Source: an optimization exercise on an open RTL-to-GDS flow (aim: small area, a short achievable clock period and few clock cycles per item). Production flows keep margins and buffers that such runs may drop.
Where RTL was checked, it was by simulation tests only, not by an equivalence proof against the original.
Function not checked in runs 1 to 4: the RTL went through the layout flow alone.

[run.sh]
#!/bin/bash
# synth_recipe.tcl (not shown) runs the flow's synth.tcl, then flattens the netlist and writes it again
# the make line also repeats each setting of config.mk as NAME=value (left out here)
make -C /OpenROAD-flow-scripts/flow DESIGN_CONFIG=/design/flow/config.mk WORK_HOME=/design/flow/orfs CLKGATE_MAP_FILE= SYNTH_SCRIPT=/design/flow/synth_recipe.tcl finish
[config.mk]
export PLATFORM = sky130hd
export DESIGN_NAME = sdiv_op
export DESIGN_NICKNAME = sdiv_op
export VERILOG_FILES = /design/flow/design.v
export SDC_FILE = /design/flow/constraint.sdc
export NUM_CORES = 4
export LEC_CHECK = 0
export CAP_MARGIN = 20
export CORE_MARGIN = 2
export CORE_UTILIZATION = 40
export SLEW_MARGIN = 20
[design.v]
module joinC #(parameter N = 2)(
	input [N - 1 : 0] valid_in,
	output reg  [N - 1 : 0] ready_in,
	output valid_out,
	input ready_out
);
	assign valid_out = &valid_in; 
	reg[N - 1 : 0] singleValid;
	integer i, j;
	always @(*)begin
		for(i = 0; i < N; i = i + 1)begin
			singleValid[i] = 1;
			for(j = 0; j < N; j = j + 1)
				if(i != j)
					singleValid[i] = singleValid[i] & valid_in[j];
		end
		for(i = 0; i < N; i = i + 1)begin
			ready_in[i] = singleValid[i] & ready_out;
		end
	end
endmodule
module OEHB #(parameter INPUTS = 2,
		parameter OUTPUTS = 1,
		parameter DATA_IN_SIZE = 32,
		parameter DATA_OUT_SIZE = 32)
	(
		input clk,
		input rst,
		input [INPUTS * (DATA_IN_SIZE)- 1 : 0]data_in_bus,
		input [INPUTS - 1 : 0]valid_in_bus,
		output [INPUTS - 1 : 0] ready_in_bus,
		output [OUTPUTS * (DATA_OUT_SIZE) - 1 : 0]data_out_bus,
		output reg [OUTPUTS - 1 : 0]valid_out_bus,
		input 	[OUTPUTS - 1 : 0] ready_out_bus
);
	wire reg_en;
	reg [DATA_IN_SIZE - 1 : 0] data_reg;
	always@(posedge clk, posedge rst)
		if(rst)
			valid_out_bus[0] <= 0;
		else
			valid_out_bus[0] <= valid_in_bus[0] | ~ready_in_bus[0];
	always@(posedge clk, posedge rst)
		if(rst)
			data_reg <= 0;
		else if(reg_en)
			data_reg <= data_in_bus[0 * DATA_IN_SIZE +: DATA_IN_SIZE];
	assign data_out_bus[0 * DATA_OUT_SIZE +: DATA_OUT_SIZE] = data_reg;
	assign ready_in_bus[0] = ~valid_out_bus[0] | ready_out_bus[0];
	assign reg_en = ready_in_bus[0] & valid_in_bus[0];
endmodule
module sdiv_op #(parameter INPUTS = 2,
		parameter OUTPUTS = 1,
		parameter DATA_IN_SIZE = 32,
		parameter DATA_OUT_SIZE = 32)
		(
		input clk,
		input rst,
		input [INPUTS * (DATA_IN_SIZE)- 1 : 0]data_in_bus,
		input [INPUTS - 1 : 0]valid_in_bus,
		output [INPUTS - 1 : 0] ready_in_bus,
		output [OUTPUTS * (DATA_OUT_SIZE) - 1 : 0]data_out_bus,
		output [OUTPUTS - 1 : 0]valid_out_bus,
		input [OUTPUTS - 1 : 0] ready_out_bus
);
	localparam K    = 4;                  
	localparam K1   = 3;                  
	localparam NC   = 1 + (32 - K1 + K - 1) / K;   
	localparam CW   = (NC > 1) ? $clog2(NC) : 1;
	localparam DW   = K1 + (NC - 1) * K;  
	function [5:0] clz;
		input [31:0] x;
		integer i;
		begin
			clz = 6'd32;
			for (i = 0; i < 32; i = i + 1)
				if (x[i]) clz = 6'd31 - i;
		end
	endfunction
	function [32:0] add32;
		input [31:0] x, y;
		input        cin;
		reg [31:0] g, p, G, P;
		reg [32:0] cy;
		integer i, l, w;
		begin
			g = x & y;
			p = x ^ y;
			G = g;
			P = p;
			for (l = 0; l < 5; l = l + 1) begin
				w = 1 << l;
				for (i = 31; i >= 0; i = i - 1)
					if (i % (2 * w) == 2 * w - 1) begin
						G[i] = G[i] | (P[i] & G[i - w]);
						P[i] = P[i] & P[i - w];
					end
			end
			for (l = 3; l >= 0; l = l - 1) begin
				w = 1 << l;
				for (i = 31; i >= 0; i = i - 1)
					if (i >= 3 * w - 1 && i % (2 * w) == w - 1) begin
						G[i] = G[i] | (P[i] & G[i - w]);
						P[i] = P[i] & P[i - w];
					end
			end
			cy[0] = cin;
			for (i = 0; i < 32; i = i + 1)
				cy[i + 1] = G[i] | (P[i] & cin);
			add32 = {cy[32], p ^ cy[31:0]};
		end
	endfunction
	reg        sa, sb;
	reg [30:0] ma, mb;
	reg f0, f1;           
	reg rdy0, rdy1;       
	reg          busy;
	reg          fin;     
	reg [CW-1:0] cnt;     
	reg [31:0]   rem;     
	reg [DW-1:0] dq;      
	reg [31:0]   dvs;     
	reg          dsn;     
	reg          neg;     
	reg [31:0] qout;
	reg        qvalid;
	assign ready_in_bus  = {rdy1, rdy0};
	assign data_out_bus  = qout;
	assign valid_out_bus = qvalid;
	wire start    = ~busy & f0 & f1;
	wire [31:0] ax   = {1'b0, ma};            
	wire [31:0] bx   = {1'b0, mb};            
	wire [31:0] amag = ax + sa;
	wire [32:0] adif = {1'b0, amag} + {1'b0, ~bx} + {32'd0, ~sb};    
	wire        sgn1 = (sa ^ sb) & adif[32];
	wire [31:0] dvd  = sgn1 ? adif[31:0] : amag;
	wire        apow = sa & ~|(ma[30:1] & ~ma[29:0]);    
	wire [6:0]  nb   = {1'b0, clz(bx)} - {1'b0, clz(ax)} + {6'd0, apow} + 7'd1;
	reg [CW-1:0] c1;      
	reg [30:0]   rem0;
	reg [DW-1:0] dq0;
	integer c;
	always @(*) begin
		c1 = NC - 1;
		for (c = NC - 1; c >= 1; c = c - 1)
			if ($signed(nb) <= K1 + (c - 1) * K)
				c1 = c - 1;
		rem0 = 31'd0;
		dq0  = {DW{1'b0}};
		for (c = 0; c < NC; c = c + 1)
			if (c1 == c) begin
				rem0 = (K1 + c * K >= 32) ? 31'd0 : (dvd >> (K1 + c * K));
				dq0  = {{(DW-32){1'b0}}, dvd} << (DW - K1 - c * K);
			end
	end
	reg [31:0]   w;
	reg [DW-1:0] d;
	reg [31:0]   bv;
	reg          bs;
	reg          op;
	reg [32:0]   sum;
	integer j;
	always @(*) begin
		w  = rem;
		d  = dq;
		bv = dvs;
		bs = dsn;
		for (j = 0; j < K; j = j + 1) begin
			if (j == K - K1 && !busy) begin
				w  = {1'b0, rem0};
				d  = dq0;
				bv = bx;
				bs = sb;
			end
			op  = ~w[31];
			sum = add32({w[30:0], d[DW-1]}, bv ^ {32{op}}, op ^ bs);
			w   = sum[31:0];
			d   = {d[DW-2:0], ~w[31]};
		end
	end
	wire        last = busy ? ((cnt == 0) | fin) : (c1 == 0);
	wire        sgn  = busy ? neg : sgn1;
	wire [31:0] qf   = (busy & fin) ? dq[31:0] : d[31:0];
	wire [31:0] res  = qf ^ {32{sgn}};
	wire take    = start | busy;                   
	wire wload   = start | (busy & ~last);         
	wire hold_o  = qvalid & ~ready_out_bus[0];     
	wire busy_n  = (take & ~last) | (take & last & hold_o);
	wire f0_n    = (~f0 | start) ? valid_in_bus[0] : f0;    
	wire f1_n    = (~f1 | start) ? valid_in_bus[1] : f1;
	always @(posedge clk, posedge rst)
		if (rst) begin
			f0 <= 1'b0; f1 <= 1'b0;
			rdy0 <= 1'b1; rdy1 <= 1'b1;
			busy <= 1'b0;
			qvalid <= 1'b0;
		end else begin
			f0 <= f0_n; f1 <= f1_n;
			rdy0 <= ~f0_n | (f1_n & ~busy_n);
			rdy1 <= ~f1_n | (f0_n & ~busy_n);
			busy <= busy_n;
			qvalid <= hold_o | (take & last);
		end
	always @(posedge clk) begin
		if (~f0 | start) begin                       
			sa <= data_in_bus[31];
			ma <= data_in_bus[30:0] ^ {31{data_in_bus[31]}};
		end
		if (~f1 | start) begin                       
			sb <= data_in_bus[63];
			mb <= data_in_bus[62:32] ^ {31{data_in_bus[63]}};
		end
		if (~hold_o) qout <= res;
		if (start) begin
			dvs <= bx;
			dsn <= sb;
			neg <= sgn1;
		end
		if (wload) begin
			rem <= w;
			dq  <= d;
			cnt <= busy ? cnt - 1'b1 : c1 - 1'b1;
			fin <= ~busy & last;
		end
	end
endmodule
[constraint.sdc]
create_clock -name core_clock -period 90.0 [get_ports {clk}]
set_input_delay 18.0000 -clock core_clock [delete_from_list [all_inputs] [get_ports {clk}]]
set_output_delay 18.0000 -clock core_clock [all_outputs]
set_load 0.01 [all_outputs]
==> results.json, run 1 <==
{
  "numCtsBuffers": 26,
  "tns_ps": 0,
  "start_kind": "flip-flop",
  "antenna_cells": 0,
  "cts_resized": 0,
  "async_flop_share": 0.0290,
  "netlist_top_cells_area": "edfxtp_1 29%, xnor2_1 11%, ha_1 10%",
  "grt_pass1_wl_um": 107000,
  "drt-initial-drc-count": 1967,
  "die_width_um": 234,
  "start_util": 0.403,
  "cts.path.max_buffers": 3,
  "hold_path_end": "f1",
  "final_core_util": 0.455,
  "netlist_instances": 2389,
  "fp.coreArea_sq_um": 52300,
  "relSlewSlack": 0.243,
  "ys_types": 91,
  "layout.nets": 2704,
  "status": "no timing/DRC/antenna violations",
  "die-area_sq_um": 54600,
  "cts_tree": "done",
  "place_congestion": 0.962,
  "hold_class": "reg -> reg",
  "r2r_slack_ps": 71850,
  "arrival_ps": 1620,
  "r2r_start": "mb[1]",
  "cts_setup_buffers": 0,
  "syn-num-nets": 2637,
  "synthFlopType": "edfxtp_1",
  "seq_area_sq_um": 6190,
  "grt_pass1_vias": 18000,
  "first_pass_iters": 6,
  "vias_per_cell": 5.96,
  "postCtsHoldBufs": 0,
  "critPathCaptureType": "output pin",
  "tightest_slew_ps": 1130,
  "hold_start": "f1",
  "cts.reportedPaths.clkPinSlew_ps": 60,
  "path_delay_family": "buffers and inverters",
  "layout-drive-gt1-share": 0.0517,
  "hold_viol_final": 0,
  "cp.buffers_inverters": 1,
  "dp_hpwl_um": 53600,
  "clkSinkCount": 207,
  "wl_um": 70900,
  "grt_usage": 0.255,
  "critPathMaxStageDelay_ps": 530,
  "clockRootBuffer": "clkbuf_16",
  "rows": 84,
  "clock_skew_ps": 31.3,
  "synth-edff-count": 201,
  "synth.avg_cell_area_sq_um": 8.82,
  "yosys_warnings": 1,
  "chipHeight_um": 234,
  "route.detailed.drc": 0,
  "finalWorstSetupSlack_ps": 70380,
  "rsz0062_at_grt": "false",
  "area_growth_pct": 12.9,
  "maxCapViolCount": 0,
  "setup_viol": 0,
  "fin_crit_ps": 19620,
  "ant_nets": 0,
  "slew_viol_final": 0,
  "htree_levels": 1,
  "overflow": 0,
  "grt_max_degree": 73,
  "multi_input_area_sq_um": 14000,
  "cp_data_required_time_ps": 72000,
  "num-fill-cells": 5060,
  "io_pins": 104,
  "numPortBuffers": 103,
  "wl_per_cell_um": 22.4,
  "synth_top_area_frac": 0.286,
  "antenna_found_initial": 0,
  "rr_worst_depth": 78,
  "max_freq_ghz": 0.0510,
  "vias": 18800,
  "insertion_delay_ps": 590,
  "ys_ff_latch": 207,
  "finalCritPeriodShare": 0.218,
  "critical_path_class": "reg -> out",
  "cp_cell_sequence": "clkdlybuf4s50_1",
  "synth.largest_area_cell": "edfxtp_1",
  "seq_area_frac_synth": 0.294,
  "synth_area_sq_um": 21100,
  "whs_path_depth": 2,
  "slowest_stage": "clkdlybuf4s50_1",
  "r2r-end": "qout[0]",
  "crit_path_max_fanout": 1,
  "pre_cts_ws_ps": 70530
}
[placed cells by master, fill, tap and decap left out, drive strengths merged, types with 9 or more instances in the layout]
cell           count
ha               171
clkdlybuf4s50    101
a31oi             18
buf               44
o21a              39
a221oi            14
xor2             118
nor2             193
o22ai             60
a21o              57
o221ai            25
mux2i             72
o21ai            128
edfxtp           201
nor4              23
a21oi            168
clkbuf            31
a211oi            20
nand2            151
nand2b            11
nor2b             27
nand4             33
a21boi            13
a22oi              9
xnor2            262
o211ai            26
inv              131
and3              18
a22o               9
a211o             10
and2              22
nor3              67
nand3             42
o21bai            17
o31ai             14
[synth_stat cells (all sizes together), types with 42 or more instances]
library cell and instances:
xnor2 262, edfxtp 201, nor2 193, ha 171, a21oi 168, nand2 151, inv 130, o21ai 128
xor2 118, clkbuf 72, mux2i 72, nor3 67, o22ai 60, a21o 57, nand3 42
[per-layer routing]
layer	wire, um	vias up	GRT usage
met4	3430	0	0.110
met5	0	-	0
li1	-	8927	-
met3	6130	173	0.0494
met2	30200	827	0.389
met1	31100	8912	0.350
[cell type report]
cell class                 instances  area share
multi-input combinational       1946       0.589
clock inverter                    16     0.00931
tap                              688      0.0362
timing repair buffer             145      0.0562
clock buffer                      31      0.0281
inverter                         130      0.0206
sequential                       207       0.260
[cell families (layout without fill, tap and decap cells)]
family | after synthesis | after routing | synth area share
AO/OA/AOI/OAI | 692 | 692 | 0.219
AND/OR/NAND/NOR | 619 | 619 | 0.139
flip-flops | 207 | 207 | 0.294
buffers and inverters | 236 | 322 | 0.0435
multiplexers | 74 | 74 | 0.0353
XOR/XNOR | 382 | 382 | 0.160
adder cells (fa/ha/maj) | 179 | 179 | 0.109
[registers in the layout, indices dropped and copies added (netlist names), 4 cells and up]
name / flops
cnt: 4
mb: 31
dq: 35
rem: 32
ma: 31
dvs: 31
qout: 32
[stage by stage]
step	cells	hold slack [ps]	instance area, sq um
4_1_cts	3163	548	23800
6_report	3163	560	23800
3_5_place_dp	3116	534	22900
5_1_grt	3163	598	23800
2_1_floorplan	2389	473	21100
3_3_place_gp	3116	526	22900
[worst max path at each step]
stage	startpoint	end	slack [ps]	cells past startpoint
floorplan	ready_out_bus[0]	qvalid	70880	3
global placement	ready_out_bus[0]	qvalid	70090	4
detailed placement	ready_out_bus[0]	qvalid	70530	4
CTS	rdy0	ready_in_bus[0]	70340	1
global route	rdy1	ready_in_bus[1]	70340	1
finish	rdy0	ready_in_bus[0]	70380	1
==> inputs of run 2 (changes only) <==
--- a/config.mk
+++ b/config.mk
@@ -7,5 +7,5 @@
 export LEC_CHECK = 0
-export CAP_MARGIN = 20
+export CAP_MARGIN = 80
 export CORE_MARGIN = 2
 export CORE_UTILIZATION = 40
-export SLEW_MARGIN = 20
+export SLEW_MARGIN = 80
==> run 2 against run 1 <==
  * Register-to-register slack improved by 1500 ps
  * Highest routed layer unchanged
  * Critical endpoint unchanged
  * Critical path type unchanged
  * Still clean on timing, DRC and antenna
  * Wire length increased by 4.2%
==> results.json, run 2 <==
{
  "layout.nets": 2887,
  "start_util": 0.403,
  "antenna_found_initial": 1,
  "rsz0062_at_grt": "false",
  "critical_path_class": "reg -> out",
  "grt_usage": 0.265,
  "synthFlopType": "edfxtp_1",
  "dp_hpwl_um": 58000,
  "drt-initial-drc-count": 1930,
  "cts_setup_buffers": 0,
  "ys_types": 91,
  "route.detailed.drc": 0,
  "max_freq_ghz": 0.0510,
  "synth_area_sq_um": 21100,
  "slowest_stage": "clkdlybuf4s50_1",
  "start_kind": "flip-flop",
  "num-fill-cells": 4784,
  "die_width_um": 234,
  "path_delay_family": "buffers and inverters",
  "htree_levels": 1,
  "die-area_sq_um": 54600,
  "place_congestion": 0.962,
  "final_common_cell": "xnor2_1",
  "clockRootBuffer": "clkbuf_16",
  "async_flop_share": 0.0290,
  "cp_cell_sequence": "clkdlybuf4s50_1",
  "area_growth_pct": 30.4,
  "setup_viol": 0,
  "layout-drive-gt1-share": 0.192,
  "critPathCaptureType": "output pin",
  "synth-edff-count": 201,
  "arrival_ps": 1630,
  "cts_tree": "done",
  "rows": 84,
  "numPortBuffers": 103,
  "fp.coreArea_sq_um": 52300,
  "grt_pass1_vias": 19200,
  "tightest_slew_ps": 319,
  "whs_path_depth": 0,
  "tns_ps": 0,
  "fin_crit_ps": 19630,
  "finalWorstSetupSlack_ps": 70370,
  "syn-num-nets": 2637,
  "postCtsHoldBufs": 0,
  "insertion_delay_ps": 590,
  "critPathLaunch": "rdy0",
  "critical_path_cell_count": 1,
  "ys_ff_latch": 207,
  "cp.buffers_inverters": 1,
  "clock_skew_ps": 19.5,
  "layout_common_cells": "237 x xnor2_1, 201 x edfxtp_1, 175 x nor2_1",
  "vias_per_cell": 5.91,
  "multi_input_area_sq_um": 16100,
  "clkSinkCount": 207,
  "numCtsBuffers": 27,
  "synth_top_area_frac": 0.286,
  "r2r_slack_ps": 73300,
  "ys_top_cells_by_count": "261 x xnor2_1, 201 x edfxtp_1, 192 x nor2_1, 171 x ha_1, 168 x a21oi_1",
  "largest-register": "dq",
  "chipHeight_um": 234,
  "finalCritPeriodShare": 0.218,
  "ant_nets": 0,
  "netlist_instances": 2389,
  "grt_pass1_wl_um": 112000,
  "wl_um": 73800,
  "r2r-end": "dq[0]",
  "cts_resized": 0,
  "seq_area_frac_synth": 0.294,
  "synth.avg_cell_area_sq_um": 8.82,
  "wl_per_cell_um": 22.1,
  "io_pins": 104,
  "crit_path_max_fanout": 1,
  "hold_class": "reg -> reg",
  "cp_data_required_time_ps": 72000,
  "r2r_start": "sa",
  "cts.reportedPaths.clkPinSlew_ps": 60,
  "synth.most_common_cell": "xnor2_1",
  "reg_top3": "dq (35), qout (32), rem (32)",
  "overflow": 0,
  "rr_worst_depth": 74,
  "cts.path.max_buffers": 3,
  "pre_cts_ws_ps": 70780,
  "largest_register_ffs": 35,
  "yosys_warnings": 1,
  "hold_viol_final": 0,
  "slew_viol_final": 0,
  "antenna_cells": 0,
  "relSlewSlack": 0.785,
  "synth.largest_area_cell": "edfxtp_1",
  "first_pass_iters": 8,
  "grt_max_degree": 47,
  "vias": 19800,
  "status": "no timing/DRC/antenna violations",
  "maxCapViolCount": 0,
  "critPathMaxStageDelay_ps": 530,
  "netlist_top_cells_area": "edfxtp_1 29%, xnor2_1 11%, ha_1 10%",
  "crit_end": "ready_in_bus[0]",
  "seq_area_sq_um": 6190
}
==> run 2: cell counts after synthesis <==
No cell type changed its count.
==> run 2: stage by stage <==
step	util	hold WS (ps)	instances	cell area, sq um
after global placement	0.437	526	3116	22900
after global routing	0.525	569	3346	27500
after detailed placement	0.496	538	3272	26000
after CTS	0.512	548	3320	26800
final	0.525	544	3346	27500
after floorplan	-	473	2389	21100
==> run 2: how the worst min path moves through the flow <==
stage                     startpoint       to  slack [ps]
after global placement            f1       f1         530
final                         mb[13]  dvs[13]         540
after floorplan               mb[10]  dvs[10]         470
after global routing          mb[13]  dvs[13]         570
after CTS                     mb[13]  dvs[13]         550
after detailed placement      mb[13]  dvs[13]         540
==> run 2: final cells by class <==
cell class | instances | share of cell area
clock inverters | 14 | 0.00532
flip-flops and latches | 207 | 0.225
multi-input cells | 1946 | 0.587
inverters | 130 | 0.0192
repair buffers | 327 | 0.107
well taps | 688 | 0.0313
clock buffers | 34 | 0.0255
==> run 2: cell families after synthesis <==
group / share of synthesized area
DFF: 0.294
buffers and inverters: 0.0435
AOI/OAI and AO/OA: 0.219
adders and majority gates: 0.109
muxes: 0.0353
xor gates and xnor gates: 0.160
and+or+nand+nor: 0.139
==> run 2: layer usage <==
metal / vias to the layer above / share of wire / global-route usage
li1: 9311 / - / -
met1: 9460 / 0.44 / 0.365
met2: 851 / 0.44 / 0.416
met3: 163 / 0.076 / 0.0414
met4: 0 / 0.040 / 0.105
met5: - / 0 / 0
==> inputs of run 3 (changes only) <==
--- a/design.v
+++ b/design.v
@@ -185,3 +185,2 @@
 	wire take    = start | busy;                   
-	wire wload   = start | (busy & ~last);         
 	wire hold_o  = qvalid & ~ready_out_bus[0];     
@@ -193,3 +192,2 @@
 			f0 <= 1'b0; f1 <= 1'b0;
-			rdy0 <= 1'b1; rdy1 <= 1'b1;
 			busy <= 1'b0;
@@ -198,4 +196,2 @@
 			f0 <= f0_n; f1 <= f1_n;
-			rdy0 <= ~f0_n | (f1_n & ~busy_n);
-			rdy1 <= ~f1_n | (f0_n & ~busy_n);
 			busy <= busy_n;
@@ -203,2 +199,6 @@
 		end
+	always @(posedge clk) begin
+		rdy0 <= ~f0_n | (f1_n & ~busy_n);
+		rdy1 <= ~f1_n | (f0_n & ~busy_n);
+	end
 	always @(posedge clk) begin
@@ -213,3 +213,3 @@
 		if (~hold_o) qout <= res;
-		if (start) begin
+		if (~busy) begin
 			dvs <= bx;
@@ -218,8 +218,6 @@
 		end
-		if (wload) begin
-			rem <= w;
-			dq  <= d;
-			cnt <= busy ? cnt - 1'b1 : c1 - 1'b1;
-			fin <= ~busy & last;
-		end
+		rem <= w;
+		if (~(busy & fin)) dq <= d;
+		fin <= last;
+		if (start | busy) cnt <= busy ? cnt - 1'b1 : c1 - 1'b1;
 	end
--- a/config.mk
+++ b/config.mk
@@ -7,5 +7,5 @@
 export LEC_CHECK = 0
-export CAP_MARGIN = 80
+export CAP_MARGIN = 20
 export CORE_MARGIN = 2
 export CORE_UTILIZATION = 40
-export SLEW_MARGIN = 80
+export SLEW_MARGIN = 20
==> run 3 against run 2 <==
  * Utilization shrank 6.9 points
  * Setup slack gained 160 ps
  * Still clean on timing, DRC and antenna
  * First-iteration DRC count shrank 13%
  * Sequential cell count grew 1
==> results.json, run 3 <==
{
  "status": "no timing/DRC/antenna violations",
  "slowest_stage": "clkdlybuf4s50_1",
  "ys_top_cells_by_count": "274 x xnor2_1, 188 x a21oi_1, 179 x inv_1, 171 x ha_1, 170 x nor2_1",
  "hold_viol_final": 0,
  "critical_path_cell_count": 1,
  "place_congestion": 0.963,
  "num-fill-cells": 4965,
  "pre_cts_ws_ps": 70380,
  "layout-drive-gt1-share": 0.0482,
  "start_util": 0.403,
  "clock_skew_ps": 10.1,
  "first_pass_iters": 9,
  "rows": 82,
  "synth.most_common_cell": "xnor2_1",
  "max_freq_ghz": 0.0514,
  "ys_ff_latch": 208,
  "area_growth_pct": 13.1,
  "die-area_sq_um": 52200,
  "postCtsHoldBufs": 0,
  "grt_pass1_vias": 17300,
  "ant_nets": 0,
  "grt_max_degree": 60,
  "drt-initial-drc-count": 1670,
  "cp_data_required_time_ps": 72000,
  "critPathMaxStageDelay_ps": 560,
  "insertion_delay_ps": 560,
  "cp_cell_sequence": "clkdlybuf4s50_1",
  "seq_area_sq_um": 5540,
  "multi_input_area_sq_um": 13600,
  "wl_per_cell_um": 21.6,
  "finalCritPeriodShare": 0.216,
  "start_kind": "flip-flop",
  "fp.coreArea_sq_um": 50000,
  "rsz0062_at_grt": "false",
  "numPortBuffers": 103,
  "final_common_cell": "xnor2_1",
  "vias_per_cell": 5.85,
  "tns_ps": 0,
  "finalWorstSetupSlack_ps": 70530,
  "clockRootBuffer": "clkbuf_16",
  "critPathCaptureType": "output pin",
  "die_width_um": 228,
  "ys_types": 81,
  "slew_viol_final": 0,
  "synth_area_sq_um": 20100,
  "yosys_warnings": 1,
  "synth-edff-count": 135,
  "antenna_cells": 0,
  "cts.reportedPaths.clkPinSlew_ps": 60,
  "final_cell_area_sq_um": 22800,
  "rr_worst_depth": 71,
  "chipHeight_um": 228,
  "synthFlopType": "edfxtp_1",
  "numCtsBuffers": 26,
  "path_delay_family": "buffers and inverters",
  "vias": 18100,
  "async_flop_share": 0.0192,
  "hold_class": "reg -> reg",
  "whs_path_depth": 1,
  "syn-num-nets": 2599,
  "place_area_sq_um": 21900,
  "setup_viol": 0,
  "antenna_found_initial": 1,
  "cts_tree": "done",
  "critical_path_class": "reg -> out",
  "netlist_top_cells_area": "edfxtp_1 20%, xnor2_1 12%, ha_1 11%",
  "crit_path_max_fanout": 1,
  "htree_levels": 1,
  "largest-register": "dq",
  "tightest_slew_ps": 1220,
  "synth.largest_area_cell": "edfxtp_1",
  "grt_usage": 0.251,
  "fin_crit_ps": 19470,
  "cp.buffers_inverters": 1,
  "layout_common_cells": "274 x xnor2_1, 186 x a21oi_1, 179 x inv_1",
  "wl_um": 67100,
  "layout.nets": 2657,
  "maxCapViolCount": 0,
  "netlist_instances": 2351,
  "synth_top_area_frac": 0.201,
  "route.detailed.drc": 0,
  "clkSinkCount": 208,
  "cts_resized": 0,
  "arrival_ps": 1470,
  "io_pins": 104,
  "cts.path.max_buffers": 3,
  "cts_setup_buffers": 0,
  "dp_hpwl_um": 52100,
  "synth.avg_cell_area_sq_um": 8.57,
  "grt_pass1_wl_um": 103000,
  "largest_register_ffs": 35,
  "overflow": 0,
  "seq_area_frac_synth": 0.275,
  "relSlewSlack": 0.163
}
run 3: cell count changes after synthesis, moves of 20 or more:
cell,before,now
dfxtp_1,0,69
a21oi_1,168,188
nor2_1,192,170
edfxtp_1,201,135
inv_1,126,179
run 3: logic make-up (layout without fill, tap and decap cells):
family	Yosys count	after routing	share of synthesized area
AND/OR/NAND/NOR	555	555	0.130
XOR/XNOR	386	386	0.171
AO/OA/AOI/OAI	649	649	0.212
multiplexers	88	88	0.0445
buffers and inverters	286	364	0.0543
flip-flops	208	208	0.275
adder cells (fa/ha/maj)	179	179	0.114
run 3: routing by layer:
metal / part of all wire / global-route usage
met1: 0.45 / 0.345
met2: 0.44 / 0.398
met3: 0.081 / 0.0485
met4: 0.035 / 0.0764
met5: 0.00022 / 0
run 3: final cells by class:
type	instances	share of cell area
clock buffer	34	0.0317
timing repair buffer	133	0.0547
inverter	183	0.0301
clock inverter	14	0.00807
tap	672	0.0369
multi-input combinational	1857	0.595
sequential	208	0.243
run 3: final timing paths:
| kind | startpoint | to | slack, ps |
|---|---|---|---|
| worst max-delay path | qout[1] | data_out_bus[1] | 70530 |
| worst min-delay path | dq[3] | dq[7] | 580 |
| worst max register to register | mb[1] | qout[0] | 71420 |
| worst min register to register | dq[3] | dq[7] | 580 |
| max in group asynchronous | rst | busy | 72210 |
| min in group asynchronous | rst | busy | 17620 |
run 3: per-stage QoR:
stage | hold slack [ps] | util | std cells
2_1_floorplan | 482 | - | 2351
6_report | 580 | 0.456 | 3101
5_1_grt | 605 | 0.456 | 3101
4_1_cts | 577 | 0.456 | 3101
3_3_place_gp | 546 | 0.438 | 3053
3_5_place_dp | 562 | 0.438 | 3053
==> inputs of run 4 (changes only) <==
--- a/config.mk
+++ b/config.mk
@@ -10,2 +10,3 @@
 export CORE_UTILIZATION = 40
+export CTS_BUF_LIST = sky130_fd_sc_hd__clkbuf_4
 export SLEW_MARGIN = 20
==> run 4 against run 3 <==
  * Utilization fell by 0.16 points
  * Clock-buffer cell count rose by 43
  * Final area fell by 0.35%
  * Die area did not move
  * Via count rose by 0.73%
  * Non-clock buffer count did not move
  * Sequential cell count did not move
  * Wire length rose by 0.91%
  * Highest routed layer is now met4
==> results.json, run 4 <==
{
  "first_pass_iters": 9,
  "cts_tree": "done",
  "status": "no timing/DRC/antenna violations",
  "syn-num-nets": 2599,
  "ys_ff_latch": 208,
  "grt_max_degree": 60,
  "netlist_top_cells_area": "edfxtp_1 20%, xnor2_1 12%, ha_1 11%",
  "critical_path_class": "reg -> out",
  "arrival_ps": 1720,
  "synth.largest_area_cell": "edfxtp_1",
  "grt_pass1_vias": 17600,
  "dp_hpwl_um": 52100,
  "fin_crit_ps": 19720,
  "start_kind": "flip-flop",
  "synth_area_sq_um": 20100,
  "whs_path_depth": 2,
  "yosys_warnings": 1,
  "crit_path_max_fanout": 2,
  "pre_cts_ws_ps": 70380,
  "cts_setup_buffers": 0,
  "io_pins": 104,
  "ys_top_cells_by_count": "274 x xnor2_1, 188 x a21oi_1, 179 x inv_1, 171 x ha_1, 170 x nor2_1",
  "relSlewSlack": 0.113,
  "numPortBuffers": 103,
  "largest_register_ffs": 35,
  "area_growth_pct": 12.7,
  "start_util": 0.403,
  "synth_top_area_frac": 0.201,
  "rsz0062_at_grt": "false",
  "clock_skew_ps": 50.8,
  "insertion_delay_ps": 850,
  "hold_class": "reg -> reg",
  "finalCritPeriodShare": 0.219,
  "htree_levels": 2,
  "overflow": 0,
  "setup_viol": 0,
  "drt-initial-drc-count": 1498,
  "postCtsHoldBufs": 0,
  "clockRootBuffer": "clkbuf_4",
  "path_delay_family": "buffers and inverters",
  "fp.coreArea_sq_um": 50000,
  "finalWorstSetupSlack_ps": 70280,
  "layout_common_cells": "274 x xnor2_1, 187 x a21oi_1, 179 x inv_1",
  "synth.avg_cell_area_sq_um": 8.57,
  "synth.most_common_cell": "xnor2_1",
  "vias_per_cell": 5.79,
  "rr_worst_depth": 71,
  "grt_pass1_wl_um": 104000,
  "slew_viol_final": 0,
  "max_freq_ghz": 0.0507,
  "hold_viol_final": 0,
  "layout.nets": 2687,
  "synthFlopType": "edfxtp_1",
  "layout-drive-gt1-share": 0.0684,
  "seq_area_frac_synth": 0.275,
  "worst_hold_slack_ps": 580,
  "r2r-end": "qout[0]",
  "async_flop_share": 0.0192,
  "largest-register": "dq",
  "antenna_found_initial": 2,
  "final_common_cell": "xnor2_1",
  "critPathCaptureType": "output pin",
  "ys_types": 81,
  "cp.buffers_inverters": 1,
  "r2r_slack_ps": 71330,
  "critPathMaxStageDelay_ps": 550,
  "grt_usage": 0.255,
  "route.detailed.drc": 0,
  "vias": 18300,
  "tightest_slew_ps": 1330,
  "die-area_sq_um": 52200,
  "hold_path_end": "dvs[31]",
  "die_width_um": 228,
  "cts.reportedPaths.clkPinSlew_ps": 70,
  "wl_per_cell_um": 21.4,
  "slowest_stage": "clkdlybuf4s50_1",
  "maxCapViolCount": 0,
  "rows": 82,
  "r2r_start": "mb[1]",
  "cp_cell_sequence": "clkdlybuf4s50_1",
  "place_congestion": 0.963,
  "tns_ps": 0,
  "ant_nets": 0,
  "synth-edff-count": 135,
  "wl_um": 67700,
  "cts_resized": 0,
  "chipHeight_um": 228,
  "cp_data_required_time_ps": 72000,
  "netlist_instances": 2351,
  "cts.path.max_buffers": 3,
  "clkSinkCount": 208,
  "hold_start": "dvs[31]",
  "numCtsBuffers": 56
}
run 4: cell types whose count changed in the layout (fill, tap and decap cells not counted), sizes merged:
cell and change:
bufinv +1, clkbuf +43, clkinv +14, clkinvlp -1, diode +1, inv -1
run 4: logic make-up (layout without fill, tap and decap cells):
logic type,Yosys count,after routing,share of synthesized area
compound gates,649,649,0.212
simple gates,555,555,0.130
xor+xnor,386,386,0.171
buf+inv,286,420,0.0543
flops,208,208,0.275
fa+ha+maj,179,179,0.114
mux,88,88,0.0445
other cells,0,1,0
run 4: worst max-delay path by stage:
stage / endpoint / depth (start not counted) / start / slack [ps]
4_1_cts: data_out_bus[2] / 1 / qout[2] / 70180
6_report: valid_out_bus[0] / 1 / qvalid / 70280
2_1_floorplan: rdy1 / 3 / ready_out_bus[0] / 70710
3_3_place_gp: rdy0 / 4 / ready_out_bus[0] / 70390
5_1_grt: qout[0] / 72 / mb[1] / 70130
3_5_place_dp: rdy1 / 4 / ready_out_bus[0] / 70380
run 4: final cells by class:
cell class / instances / area [sq um]
fill: 4992 / 27300
multi-input combinational: 1857 / 13600
sequential: 208 / 5540
timing repair buffer: 133 / 1250
tap: 672 / 841
inverter: 183 / 687
clock buffer: 77 / 578
clock inverter: 27 / 245
antenna: 1 / 2.50
run 4: stage by stage:
step	cell area, sq um	util	cells
after global placement	21900	0.438	3053
after detailed placement	21900	0.438	3053
after floorplan	20100	-	2351
after global routing	22700	0.454	3158
after CTS	22700	0.454	3157
final	22700	0.454	3158
run 4: metal layers:
metal / vias up / track usage / wire length (um)
met4: 0 / 0.101 / 2540
met2: 788 / 0.395 / 29300
met1: 8653 / 0.341 / 30100
met5: - / 0 / 0
li1: 8665 / - / -
met3: 171 / 0.0599 / 5720
==> inputs of run 5 (changes only) <==
--- a/design.v
+++ b/design.v
@@ -68,3 +68,3 @@
 	localparam NC   = 1 + (32 - K1 + K - 1) / K;   
-	localparam CW   = (NC > 1) ? $clog2(NC) : 1;
+	localparam CW   = (NC > 8) ? 4 : (NC > 4) ? 3 : (NC > 2) ? 2 : 1;
 	localparam DW   = K1 + (NC - 1) * K;  
@@ -145,3 +145,3 @@
 		for (c = NC - 1; c >= 1; c = c - 1)
-			if ($signed(nb) <= K1 + (c - 1) * K)
+			if (nb[6] || nb <= K1 + (c - 1) * K)        
 				c1 = c - 1;
--- a/config.mk
+++ b/config.mk
@@ -10,3 +10,2 @@
 export CORE_UTILIZATION = 40
-export CTS_BUF_LIST = sky130_fd_sc_hd__clkbuf_4
 export SLEW_MARGIN = 20
==> run 5 against run 4 <==
  * Still clean
  * Clock skew down 32 ps
  * Clock-buffer cell count down 50
  * Sequential cell count unchanged
  * Critical path depth unchanged
  * Global-route usage down 0.21 points
  * Die area up 0.78%
  * Final area up 0.70%
  * Critical path type unchanged
==> results.json, run 5 <==
{
  "status": "no timing/DRC/antenna violations",
  "grt_pass1_wl_um": 105000,
  "vias_per_cell": 5.81,
  "synth.avg_cell_area_sq_um": 8.63,
  "final_core_util": 0.456,
  "dp_hpwl_um": 51900,
  "overflow": 0,
  "async_flop_share": 0.0192,
  "final_common_cell": "xnor2_1",
  "cts_setup_buffers": 0,
  "rows": 82,
  "insertion_delay_ps": 560,
  "seq_area_frac_synth": 0.273,
  "ant_nets": 0,
  "grt_max_degree": 68,
  "place_congestion": 0.966,
  "num-fill-cells": 4930,
  "clkSinkCount": 208,
  "hold_class": "reg -> reg",
  "critPathCaptureType": "output pin",
  "synth_top_area_frac": 0.200,
  "setup_viol": 0,
  "antenna_found_initial": 1,
  "clockRootBuffer": "clkbuf_16",
  "tns_ps": 0,
  "cts.path.max_buffers": 3,
  "hold_viol_final": 0,
  "io_pins": 104,
  "layout_common_cells": "273 x xnor2_1, 191 x a21oi_1, 171 x inv_1, 171 x ha_1, 159 x nor2_1",
  "cp_cell_sequence": "clkdlybuf4s50_1",
  "start_util": 0.405,
  "critPathMaxStageDelay_ps": 540,
  "route.detailed.drc": 0,
  "clock_skew_ps": 18.6,
  "layout-drive-gt1-share": 0.0531,
  "ys_top_cells_by_count": "274 x xnor2_1, 191 x a21oi_1, 171 x ha_1, 171 x inv_1, 159 x nor2_1",
  "relSlewSlack": 0.162,
  "netlist_top_cells_area": "edfxtp_1 20%, xnor2_1 12%, ha_1 11%",
  "numPortBuffers": 103,
  "die_width_um": 229,
  "wl_per_cell_um": 21.7,
  "rsz0062_at_grt": "false",
  "netlist_instances": 2353,
  "numCtsBuffers": 25,
  "die-area_sq_um": 52600,
  "htree_levels": 1,
  "cts_tree": "done",
  "wl_um": 67200,
  "vias": 18000,
  "path_delay_family": "buffers and inverters",
  "ys_types": 98,
  "cp_data_required_time_ps": 72000,
  "finalCritPeriodShare": 0.216,
  "layout.nets": 2662,
  "maxCapViolCount": 0,
  "largest-register": "dq",
  "cts.reportedPaths.clkPinSlew_ps": 60,
  "postCtsHoldBufs": 0,
  "slew_viol_final": 0,
  "first_pass_iters": 9,
  "chipHeight_um": 229,
  "synth.most_common_cell": "xnor2_1",
  "max_freq_ghz": 0.0514,
  "arrival_ps": 1440,
  "synth-edff-count": 135,
  "fp.coreArea_sq_um": 50200,
  "synth.largest_area_cell": "edfxtp_1",
  "synthFlopType": "edfxtp_1",
  "cts_resized": 0,
  "crit_path_max_fanout": 1,
  "slowest_stage": "clkdlybuf4s50_1",
  "synth_area_sq_um": 20300,
  "grt_usage": 0.252,
  "area_growth_pct": 12.6,
  "ys_ff_latch": 208,
  "cp.buffers_inverters": 1,
  "yosys_warnings": 1,
  "grt_pass1_vias": 18000,
  "critical_path_class": "reg -> out",
  "worst_hold_slack_ps": 570,
  "start_kind": "flip-flop",
  "syn-num-nets": 2601,
  "fin_crit_ps": 19440,
  "drt-initial-drc-count": 1712,
  "tightest_slew_ps": 1250,
  "largest_register_ffs": 35
}
## run 5: cell types whose count changed after synthesis, moves of 9 or more
cell and delta:
buf_1 -11, a21boi_0 -9, a31oi_1 -12, o221ai_1 -12, nor2_1 -11, o21ai_1 +27
## run 5: layer usage
metal | share of wire | global-route usage | vias to the layer above
met1 | 0.45 | 0.346 | 8570
li1 | - | - | 8587
met5 | 0 | 0 | -
met2 | 0.43 | 0.396 | 724
met3 | 0.072 | 0.0426 | 160
met4 | 0.043 | 0.0966 | 0
## run 5: cell families (layout without fill, tap and decap cells)
family | Yosys count | after routing | share of synthesized area
XOR/XNOR | 394 | 394 | 0.174
AND/OR/NAND/NOR | 539 | 539 | 0.126
multiplexers | 90 | 90 | 0.0468
buffers and inverters | 276 | 354 | 0.0534
other | 0 | 1 | 0
adder cells (fa/ha/maj) | 180 | 180 | 0.114
flip-flops | 208 | 208 | 0.273
AO/OA/AOI/OAI | 666 | 666 | 0.213
## run 5: final cells by class
class	instances	area [sq um]	area share
Tap cell	672	841	0.0368
Clock inverter	17	208	0.00908
Inverter	175	657	0.0287
Multi-Input combinational cell	1869	13700	0.600
Antenna cell	1	2.50	0.000109
Clock buffer	27	633	0.0277
Sequential cell	208	5540	0.242
Timing Repair Buffer	135	1260	0.0553
## run 5: through the flow
step	std cells	instance area (sq um)	setup slack [ps]
after floorplan	2353	20300	70710
after global routing	3103	22900	70520
after CTS	3102	22900	70520
after global placement	3057	22000	70600
final	3104	22900	70560
after detailed placement	3058	22000	70600
## run 5: final timing paths
path	from	to	slack, ps	cells past startpoint
hold reg to reg	dvs[31]	dvs[31]	570	2
hold / removal	dvs[31]	dvs[31]	570	2
min in group asynchronous	rst	qvalid	17630	2
setup reg to reg	mb[2]	qout[0]	72180	77
max in group asynchronous	rst	busy	72210	2
setup / recovery	qout[1]	data_out_bus[1]	70560	1
## run 5: worst reg2reg max path, delay by kind of cell (launching register included)
kind            cells  cell delay [ps]
compound gates     45             9110
xor+xnor            5             1290
simple gates       16             3980
buf+inv             4              410
fa+ha+maj           7             2200
flops               1              560
Testbench counts of run 5, summed over its fixed seeds: cycles 5,387, items 2,400.
==> inputs of run 6 (changes only) <==
==> flow/run.sh (new file) <==
#!/bin/bash
# The standard layout, except that the port buffers are buf_2 cells
# rather than the cell buffer_ports picks by default (clkdlybuf4s50_1).
set -euo pipefail
export BUFFER_PORTS_ARGS="-buffer_cell sky130_fd_sc_hd__buf_2"
bash standard.sh > standard_make.log 2>&1
==> standard.sh (new file) <==
#!/bin/bash
# synth_recipe.tcl (not shown) runs the flow's synth.tcl, then flattens the netlist and writes it again
# the make line also repeats each setting of config.mk as NAME=value (left out here)
make -C /OpenROAD-flow-scripts/flow DESIGN_CONFIG=/design/flow/config.mk WORK_HOME=/design/flow/orfs CLKGATE_MAP_FILE= SYNTH_SCRIPT=/design/flow/synth_recipe.tcl "${@:-finish}"
removed: run.sh
==> run 6 against run 5 <==
  * Area after synthesis unchanged
  * Clock-buffer cell count increased by 5
  * Final area decreased by 2.4%
  * Final cell count about the same
  * Synthesized cell count unchanged
  * Non-clock buffer count decreased by 1
  * Die area unchanged
  * Global-route usage decreased by 0.72 points
==> results.json, run 6 <==
{
  "largest_register_ffs": 35,
  "numPortBuffers": 103,
  "tightest_slew_ps": 1170,
  "antenna_found_initial": 0,
  "io_pins": 104,
  "dp_hpwl_um": 51300,
  "layout-drive-gt1-share": 0.0942,
  "path_delay_family": "flip-flops",
  "clockRootBuffer": "clkbuf_16",
  "numCtsBuffers": 25,
  "htree_levels": 1,
  "layout.nets": 2661,
  "ant_nets": 0,
  "cp_data_required_time_ps": 72000,
  "start_kind": "flip-flop",
  "cts_tree": "done",
  "seq_area_frac_synth": 0.273,
  "area_growth_pct": 9.89,
  "ys_ff_latch": 208,
  "arrival_ps": 1080,
  "ys_top_cells_by_count": "274 x xnor2_1, 191 x a21oi_1, 171 x ha_1, 171 x inv_1, 159 x nor2_1",
  "async_flop_share": 0.0192,
  "hold_viol_final": 0,
  "crit_end": "data_out_bus[23]",
  "multi_input_area_sq_um": 13700,
  "hold_start": "dq[3]",
  "r2r_slack_ps": 72000,
  "cp.buffers_inverters": 1,
  "critPathMaxStageDelay_ps": 380,
  "drt-initial-drc-count": 1606,
  "postCtsHoldBufs": 0,
  "clkSinkCount": 208,
  "antenna_cells": 0,
  "critical_path_cell_count": 1,
  "cts_resized": 0,
  "chipHeight_um": 229,
  "netlist_instances": 2353,
  "synth-edff-count": 135,
  "clock_skew_ps": 20.5,
  "syn-num-nets": 2601,
  "finalCritPeriodShare": 0.212,
  "max_freq_ghz": 0.0524,
  "grt_usage": 0.245,
  "fin_cells": 3103,
  "cts_setup_buffers": 0,
  "place_congestion": 0.955,
  "largest-register": "dq",
  "seq_area_sq_um": 5540,
  "hold_class": "reg -> reg",
  "whs_path_depth": 1,
  "r2r-end": "qout[0]",
  "rsz0062_at_grt": "false",
  "first_pass_iters": 6,
  "vias_per_cell": 5.81,
  "netlist_top_cells_area": "edfxtp_1 20%, xnor2_1 12%, ha_1 11%",
  "setup_viol": 0,
  "final_common_cell": "xnor2_1",
  "wl_per_cell_um": 21.4,
  "grt_pass1_vias": 17400,
  "cp_cell_sequence": "buf_2",
  "synth.most_common_cell": "xnor2_1",
  "maxCapViolCount": 0,
  "start_util": 0.405,
  "synth.avg_cell_area_sq_um": 8.63,
  "slew_viol_final": 0,
  "critical_path_class": "reg -> out",
  "cts.reportedPaths.clkPinSlew_ps": 60,
  "crit_path_max_fanout": 1,
  "r2r_start": "mb[1]",
  "status": "no timing/DRC/antenna violations",
  "fp.coreArea_sq_um": 50200,
  "cts.path.max_buffers": 3,
  "num-fill-cells": 4963,
  "rows": 82,
  "route.detailed.drc": 0,
  "relSlewSlack": 0.197,
  "dp_cells": 3058,
  "slowest_stage": "edfxtp_1",
  "synthFlopType": "edfxtp_1",
  "ys_types": 98,
  "grt_max_degree": 53,
  "die_width_um": 229,
  "critPathCaptureType": "output pin",
  "yosys_warnings": 1,
  "wl_um": 66300,
  "overflow": 0,
  "critPathLaunch": "qout[23]",
  "rr_worst_depth": 77,
  "synth_top_area_frac": 0.200,
  "layout_common_cells": "273 x xnor2_1, 191 x a21oi_1, 171 x inv_1, 171 x ha_1, 159 x nor2_1",
  "grt_pass1_wl_um": 102000,
  "synth_area_sq_um": 20300,
  "tns_ps": 0,
  "synth.largest_area_cell": "edfxtp_1",
  "fin_crit_ps": 19080,
  "die-area_sq_um": 52600,
  "insertion_delay_ps": 560,
  "vias": 18000
}
run 6: layout make-up:
cell class,count,share of cell area
Tap cell,672,0.0377
Sequential cell,208,0.248
Clock inverter,13,0.00673
Inverter,175,0.0294
Multi-Input combinational cell,1869,0.615
Timing Repair Buffer,134,0.0335
Clock buffer,32,0.0297
run 6: how the worst min path moves through the flow:
stage                   end  slack, ps
floorplan           dvs[31]        490
global placement      dq[7]        570
detailed placement  dvs[31]        560
CTS                 dvs[31]        580
global route          dq[7]        600
finish                dq[7]        580
run 6: per-stage QoR:
step	utilization	setup slack, ps	instance area (sq um)	hold slack (ps)
3_5_place_dp	0.429	70810	21500	564
2_1_floorplan	-	70710	20300	486
3_3_place_gp	0.429	70860	21500	565
5_1_grt	0.445	70890	22300	599
4_1_cts	0.445	70880	22300	580
6_report	0.445	70920	22300	582
run 6: layer usage:
layer / GRT usage / wire (um) / vias up / part of all wire
met2: 0.393 / 29500 / 732 / 0.45
li1: - / - / 8586 / -
met5: 0 / 0 / - / 0
met4: 0.0743 / 2150 / 0 / 0.032
met3: 0.0369 / 4880 / 144 / 0.074
met1: 0.340 / 29800 / 8568 / 0.45
run 6: kinds of logic after synthesis:
family                     after synthesis  share of synthesized area
xor gates and xnor gates               394                      0.174
DFF                                    208                      0.273
buffers and inverters                  276                     0.0534
muxes                                   90                     0.0468
AOI/OAI and AO/OA                      666                      0.213
and+or+nand+nor                        539                      0.126
adders and majority gates              180                      0.114
==> inputs of run 7 (changes only) <==
--- a/design.v
+++ b/design.v
@@ -67,3 +67,3 @@
 	localparam K1   = 3;                  
-	localparam NC   = 1 + (32 - K1 + K - 1) / K;   
+	localparam NC   = 1 + (31 - K1 + K - 1) / K;   
 	localparam CW   = (NC > 8) ? 4 : (NC > 4) ? 3 : (NC > 2) ? 2 : 1;
@@ -151,4 +151,4 @@
 			if (c1 == c) begin
-				rem0 = (K1 + c * K >= 32) ? 31'd0 : (dvd >> (K1 + c * K));
-				dq0  = {{(DW-32){1'b0}}, dvd} << (DW - K1 - c * K);
+				rem0 = dvd >> (K1 + c * K);
+				dq0  = dvd << (DW - K1 - c * K);
 			end
@@ -182,4 +182,4 @@
 	wire        sgn  = busy ? neg : sgn1;
-	wire [31:0] qf   = (busy & fin) ? dq[31:0] : d[31:0];
-	wire [31:0] res  = qf ^ {32{sgn}};
+	wire [30:0] qf   = (busy & fin) ? dq[30:0] : d[30:0];    
+	wire [31:0] res  = {1'b0, qf} ^ {32{sgn}};
 	wire take    = start | busy;                   
==> run 7 against run 6 <==
  * Still clean on timing, DRC and antenna
  * Global-route usage decreased by 0.38 points
  * Clock skew increased by 3.6 ps
  * Area after synthesis decreased by 4.0%
  * First-iteration DRC count decreased by 1.3%
  * Wire length decreased by 6.4%
  * Register-to-register slack got worse by 110 ps
  * Critical path depth unchanged
  * Final area decreased by 2.8%
  * Hold slack got worse by 52 ps
  * Via count decreased by 1.7%
  * Final cell count decreased by 2.9%
==> results.json, run 7 <==
{
  "relSlewSlack": 0.274,
  "slew_viol_final": 0,
  "synth-edff-count": 99,
  "die-area_sq_um": 50500,
  "wl_per_cell_um": 20.6,
  "max_freq_ghz": 0.0524,
  "crit_path_max_fanout": 1,
  "area_growth_pct": 11.2,
  "synth-compound-area-share": 0.213,
  "synth.most_common_cell": "xnor2_1",
  "clkSinkCount": 203,
  "ant_nets": 0,
  "tns_ps": 0,
  "fin_crit_ps": 19090,
  "synth_area_sq_um": 19500,
  "critPathCaptureType": "output pin",
  "yosys.area_share.simple": 0.142,
  "finalCritPeriodShare": 0.212,
  "final_common_cell": "xnor2_1",
  "grt_usage": 0.241,
  "cts_setup_buffers": 0,
  "yosys-mux-area-fraction": 0.0460,
  "syn-num-nets": 2550,
  "die_width_um": 225,
  "grt_pass1_wl_um": 96000,
  "start_kind": "flip-flop",
  "synthFlopType": "dfxtp_1",
  "rows": 80,
  "finalWorstSetupSlack_ps": 70910,
  "worst_hold_slack_ps": 531,
  "r2r_slack_ps": 71890,
  "numPortBuffers": 103,
  "setup_viol": 0,
  "overflow": 0,
  "final_cell_area_sq_um": 21700,
  "clockRootBuffer": "clkbuf_16",
  "arrival_ps": 1090,
  "synth.avg_cell_area_sq_um": 8.48,
  "rsz0062_at_grt": "false",
  "layout_common_cells": "241 x xnor2_1, 173 x ha_1, 165 x a21oi_1",
  "critPathMaxStageDelay_ps": 370,
  "cp_cell_sequence": "buf_2",
  "first_pass_iters": 6,
  "slowest_stage": "edfxtp_1",
  "cts_resized": 0,
  "place_area_sq_um": 20800,
  "maxCapViolCount": 0,
  "grt_pass1_vias": 17200,
  "vias": 17700,
  "ys_ff_latch": 203,
  "ys_types": 81,
  "place_congestion": 0.968,
  "antenna_found_initial": 0,
  "hold_viol_final": 0,
  "synth_top_area_frac": 0.152,
  "synth_top_family_by_area": "compound AO/OA/AOI/OAI gates",
  "synthAdderAreaFrac": 0.119,
  "cts.reportedPaths.clkPinSlew_ps": 60,
  "wl_um": 62100,
  "dp_hpwl_um": 48300,
  "io_pins": 104,
  "postCtsHoldBufs": 0,
  "critical_path_class": "reg -> out",
  "vias_per_cell": 5.88,
  "start_util": 0.407,
  "reg_top3": "dvs (32), qout (32), rem (32)",
  "status": "no timing/DRC/antenna violations",
  "layout-drive-gt1-share": 0.0988,
  "ys_top_cells_by_count": "241 x xnor2_1, 173 x ha_1, 166 x a21oi_1, 162 x nor2_1, 148 x inv_1",
  "insertion_delay_ps": 570,
  "drt-initial-drc-count": 1585,
  "cp.buffers_inverters": 1,
  "cts_tree": "done",
  "path_delay_family": "flip-flops",
  "seq_area_frac_synth": 0.260,
  "synthXorXnorAreaFrac": 0.173,
  "route.detailed.drc": 0,
  "layout.nets": 2630,
  "hold_class": "reg -> reg",
  "numCtsBuffers": 25,
  "cp_data_required_time_ps": 72000,
  "antenna_cells": 0,
  "clock_skew_ps": 24.0,
  "htree_levels": 1,
  "chipHeight_um": 225,
  "pre_cts_ws_ps": 70760,
  "fp.coreArea_sq_um": 47900,
  "cts.path.max_buffers": 3,
  "yosys_warnings": 1,
  "synth.largest_area_cell": "edfxtp_1",
  "netlist_top_cells_area": "edfxtp_1 15%, ha_1 11%, xnor2_1 11%",
  "netlist_instances": 2300,
  "final_core_util": 0.452,
  "async_flop_share": 0.0197,
  "tightest_slew_ps": 1090,
  "grt_max_degree": 57
}
## run 7: cell types whose count changed in the layout (fill, tap and decap cells not counted), sizes merged, moves of 13 or more
cell / before / now
mux2: 5 / 18
xnor2: 277 / 241
o22ai: 56 / 27
mux2i: 85 / 69
dfxtp: 69 / 100
inv: 175 / 154
edfxtp: 135 / 99
o21bai: 35 / 19
xor2: 114 / 140
nand3: 39 / 52
a21oi: 192 / 166
## run 7: through the flow
step | std cells
detailed placement | 2968
global route | 3014
CTS | 3014
floorplan | 2300
finish | 3014
global placement | 2967
## run 7: area by class of cell
cell class              instances  area, sq um
fillers                      4655        26300
multi-input cells            1858        13600
flip-flops and latches        203         5080
repair buffers                143          836
well taps                     615          769
clock buffers                  32          724
inverters                     149          559
clock inverters                14          153
## run 7: path summary, 6_finish.rpt
check                      cells after the start          endpoint  startpoint
min in group asynchronous                      2              busy         rst
setup / recovery                               1  data_out_bus[26]    qout[26]
setup reg to reg                              73           qout[0]       mb[0]
hold / removal                                 1             dq[2]       dq[2]
max in group asynchronous                      2              busy         rst
hold reg to reg                                1             dq[2]       dq[2]
## run 7: cells by family after synthesis
| family | after synthesis |
|---|---|
| compound gates | 628 |
| xor+xnor | 382 |
| fa+ha+maj | 181 |
| buf+inv | 239 |
| flops | 203 |
| mux | 87 |
| simple gates | 580 |
## run 7: per-layer routing
layer,up-vias,routed length [um],share of wire,track usage
li1,8477,-,-,-
met1,8452,27200,0.44,0.315
met2,623,27800,0.45,0.398
met3,167,4450,0.072,0.0436
met4,0,2580,0.041,0.0882
met5,-,0,0,0
Testbench counts of run 7, summed over its fixed seeds: cycles 5,387, items 2,400.
==> inputs of run 8 (changes only) <==
--- a/config.mk
+++ b/config.mk
@@ -7,5 +7,7 @@
 export LEC_CHECK = 0
-export CAP_MARGIN = 20
+export CAP_MARGIN = 0
 export CORE_MARGIN = 2
 export CORE_UTILIZATION = 40
-export SLEW_MARGIN = 20
+export CTS_CLUSTER_DIAMETER = 100
+export CTS_CLUSTER_SIZE = 20
+export SLEW_MARGIN = 0
==> run 8 against run 7 <==
  * Register-to-register slack worse by 130 ps
  * First-iteration DRC count is 2.5% lower
  * Synthesized cell count stayed put
  * Highest routed layer unchanged
==> results.json, run 8 <==
{
  "critPathMaxStageDelay_ps": 380,
  "topRoutingLayerUsed": "met4",
  "finalCritPeriodShare": 0.212,
  "syn-num-nets": 2550,
  "rsz0062_at_grt": "false",
  "critical_path_class": "reg -> out",
  "hold_viol_final": 0,
  "route.met3.wl_um": 4000,
  "start_util": 0.407,
  "seq_area_frac_synth": 0.260,
  "cts_setup_buffers": 0,
  "io_pins": 104,
  "cts_resized": 0,
  "antenna_found_initial": 0,
  "grt_max_degree": 57,
  "fin_cells": 2995,
  "cp_cell_sequence": "buf_2",
  "ant_nets": 0,
  "async_flop_share": 0.0197,
  "place_area_sq_um": 20800,
  "die_width_um": 225,
  "crit_path_max_fanout": 1,
  "clkSinkCount": 203,
  "relSlewSlack": 0.169,
  "multi_input_area_sq_um": 13600,
  "grt_pass1_wl_um": 96200,
  "htree_levels": 1,
  "wl_um": 61800,
  "layout-drive-gt1-share": 0.0920,
  "slowest_stage": "edfxtp_1",
  "synthFlopType": "dfxtp_1",
  "synth.avg_cell_area_sq_um": 8.48,
  "ys_ff_latch": 203,
  "insertion_delay_ps": 540,
  "pre_cts_ws_ps": 70750,
  "route.detailed.drc": 0,
  "place_congestion": 0.968,
  "hold_class": "reg -> reg",
  "rows": 80,
  "fin_crit_ps": 19050,
  "finalWorstSetupSlack_ps": 70950,
  "first_pass_iters": 6,
  "num-fill-cells": 4737,
  "grt_usage": 0.242,
  "dp_cells": 2967,
  "dp_hpwl_um": 48200,
  "cp_data_required_time_ps": 72000,
  "cts.reportedPaths.clkPinSlew_ps": 80,
  "final_core_util": 0.445,
  "clock_skew_ps": 29.2,
  "critPathCaptureType": "output pin",
  "layout.nets": 2620,
  "die-area_sq_um": 50500,
  "tns_ps": 0,
  "cp.buffers_inverters": 1,
  "dr_wl_met2_um": 28100,
  "m1WireLength_um": 27400,
  "ys_types": 81,
  "final_common_cell": "xnor2_1",
  "tightest_slew_ps": 1240,
  "worst_hold_slack_ps": 555,
  "postCtsHoldBufs": 0,
  "layout_common_cells": "241 x xnor2_1, 173 x ha_1, 165 x a21oi_1",
  "grt_pass1_vias": 17000,
  "final_cell_area_sq_um": 21300,
  "fp.coreArea_sq_um": 47900,
  "wl_per_cell_um": 20.6,
  "chipHeight_um": 225,
  "synth_top_area_frac": 0.152,
  "cts.path.max_buffers": 3,
  "cts_tree": "done",
  "arrival_ps": 1050,
  "path_delay_family": "flip-flops",
  "netlist_top_cells_area": "edfxtp_1 15%, ha_1 11%, xnor2_1 11%",
  "numPortBuffers": 103,
  "drt-initial-drc-count": 1545,
  "reg_top3": "dvs (32), qout (32), rem (32)",
  "yosys_warnings": 1,
  "vias_per_cell": 5.85,
  "status": "no timing/DRC/antenna violations",
  "max_freq_ghz": 0.0525,
  "synth.most_common_cell": "xnor2_1",
  "vias": 17500,
  "maxCapViolCount": 0,
  "slew_viol_final": 0,
  "start_kind": "flip-flop",
  "area_growth_pct": 9.35,
  "synth-edff-count": 99,
  "seq_area_sq_um": 5080,
  "synth_area_sq_um": 19500,
  "netlist_instances": 2300,
  "setup_viol": 0,
  "clockRootBuffer": "clkbuf_16",
  "ys_top_cells_by_count": "241 x xnor2_1, 173 x ha_1, 166 x a21oi_1, 162 x nor2_1, 148 x inv_1",
  "synth.largest_area_cell": "edfxtp_1",
  "numCtsBuffers": 16,
  "antenna_cells": 0,
  "overflow": 0
}
==> run 8: worst reg2reg max path: cells and delay by family, from the launching register on <==
| family | cells | cell delay, ps |
|---|---|---|
| compound gates | 40 | 10040 |
| xor+xnor | 5 | 830 |
| fa+ha+maj | 7 | 2130 |
| buf+inv | 8 | 1910 |
| flops | 1 | 540 |
| simple gates | 13 | 2560 |
==> run 8: final cells by class <==
class,count,area share
sequential,203,0.238
inverter,149,0.0262
multi-input combinational,1858,0.636
clock inverter,7,0.00422
tap,615,0.0361
timing repair buffer,142,0.0379
clock buffer,21,0.0216
==> run 8: metal layers <==
metal	up-vias	global-route usage
li1	8449	-
met4	0	0.0865
met1	8314	0.319
met3	130	0.0387
met2	613	0.401
met5	-	0
==> run 8: cells by family after synthesis <==
group	synth area share
AO/OA/AOI/OAI	0.213
XOR/XNOR	0.173
adder cells (fa/ha/maj)	0.119
AND/OR/NAND/NOR	0.142
multiplexers	0.0460
buffers and inverters	0.0469
flip-flops	0.260
==> run 8: final timing paths <==
check	from	to	slack, ps	cells after the start
max	qout[4]	data_out_bus[4]	70950	1
min	dq[2]	dq[2]	550	1
max reg2reg	mb[0]	qout[0]	71760	73
min reg2reg	dq[2]	dq[2]	550	1
max in group asynchronous	rst	busy	72470	2
min in group asynchronous	rst	f1	17350	2

## what the ideal ports hide
How much do the figures lean on ideal ports? The routed layouts below were timed once more, with nothing changed but the port constraints.
Step 1 (the two cells are an assumption about what drives the block):
set clk [get_ports {clk}]
set_driving_cell -lib_cell sky130_fd_sc_hd__clkbuf_16 $clk
set_driving_cell -lib_cell sky130_fd_sc_hd__buf_2 [delete_from_list [all_inputs] $clk]
Step 2 also shifts input and output timing later by t, the mid clock arrival at the registers, as if the neighbouring blocks saw the same clock.
a / b / c = no drivers / after step 1 / after step 2; a / b = the first two.
| run | t (ns) | setup slack, ns | hold slack, ns | worst setup path at the end |
|---|---|---|---|---|
| run 1 | 0.629 | 70.378 / 70.321 / 70.553 | 0.560 / 0.560 / 0.560 | input to register |
| run 2 | 0.640 | 70.373 / 70.315 / 70.866 | 0.544 / 0.544 / 0.544 | input to register |
| run 3 | 0.611 | 70.530 / 70.470 / 70.416 | 0.580 / 0.580 / 0.580 | input to register |
| run 4 | 0.875 | 70.275 / 70.222 / 70.424 | 0.580 / 0.580 / 0.580 | input to register |
| run 5 | 0.609 | 70.561 / 70.507 / 70.607 | 0.570 / 0.570 / 0.570 | input to register |
| run 6 | 0.597 | 70.916 / 70.864 / 70.817 | 0.582 / 0.582 / 0.582 | input to register |
| run 7 | 0.615 | 70.910 / 70.853 / 70.739 | 0.531 / 0.531 / 0.531 | input to register |
| run 8 | 0.582 | 70.952 / 70.896 / 70.755 | 0.555 / 0.555 / 0.555 | input to register |
After both steps setup and hold are still met in every run listed. For run 8, which loses most, drivers alone change the setup slack by -0.056 ns; drivers and shift together by -0.197 ns.
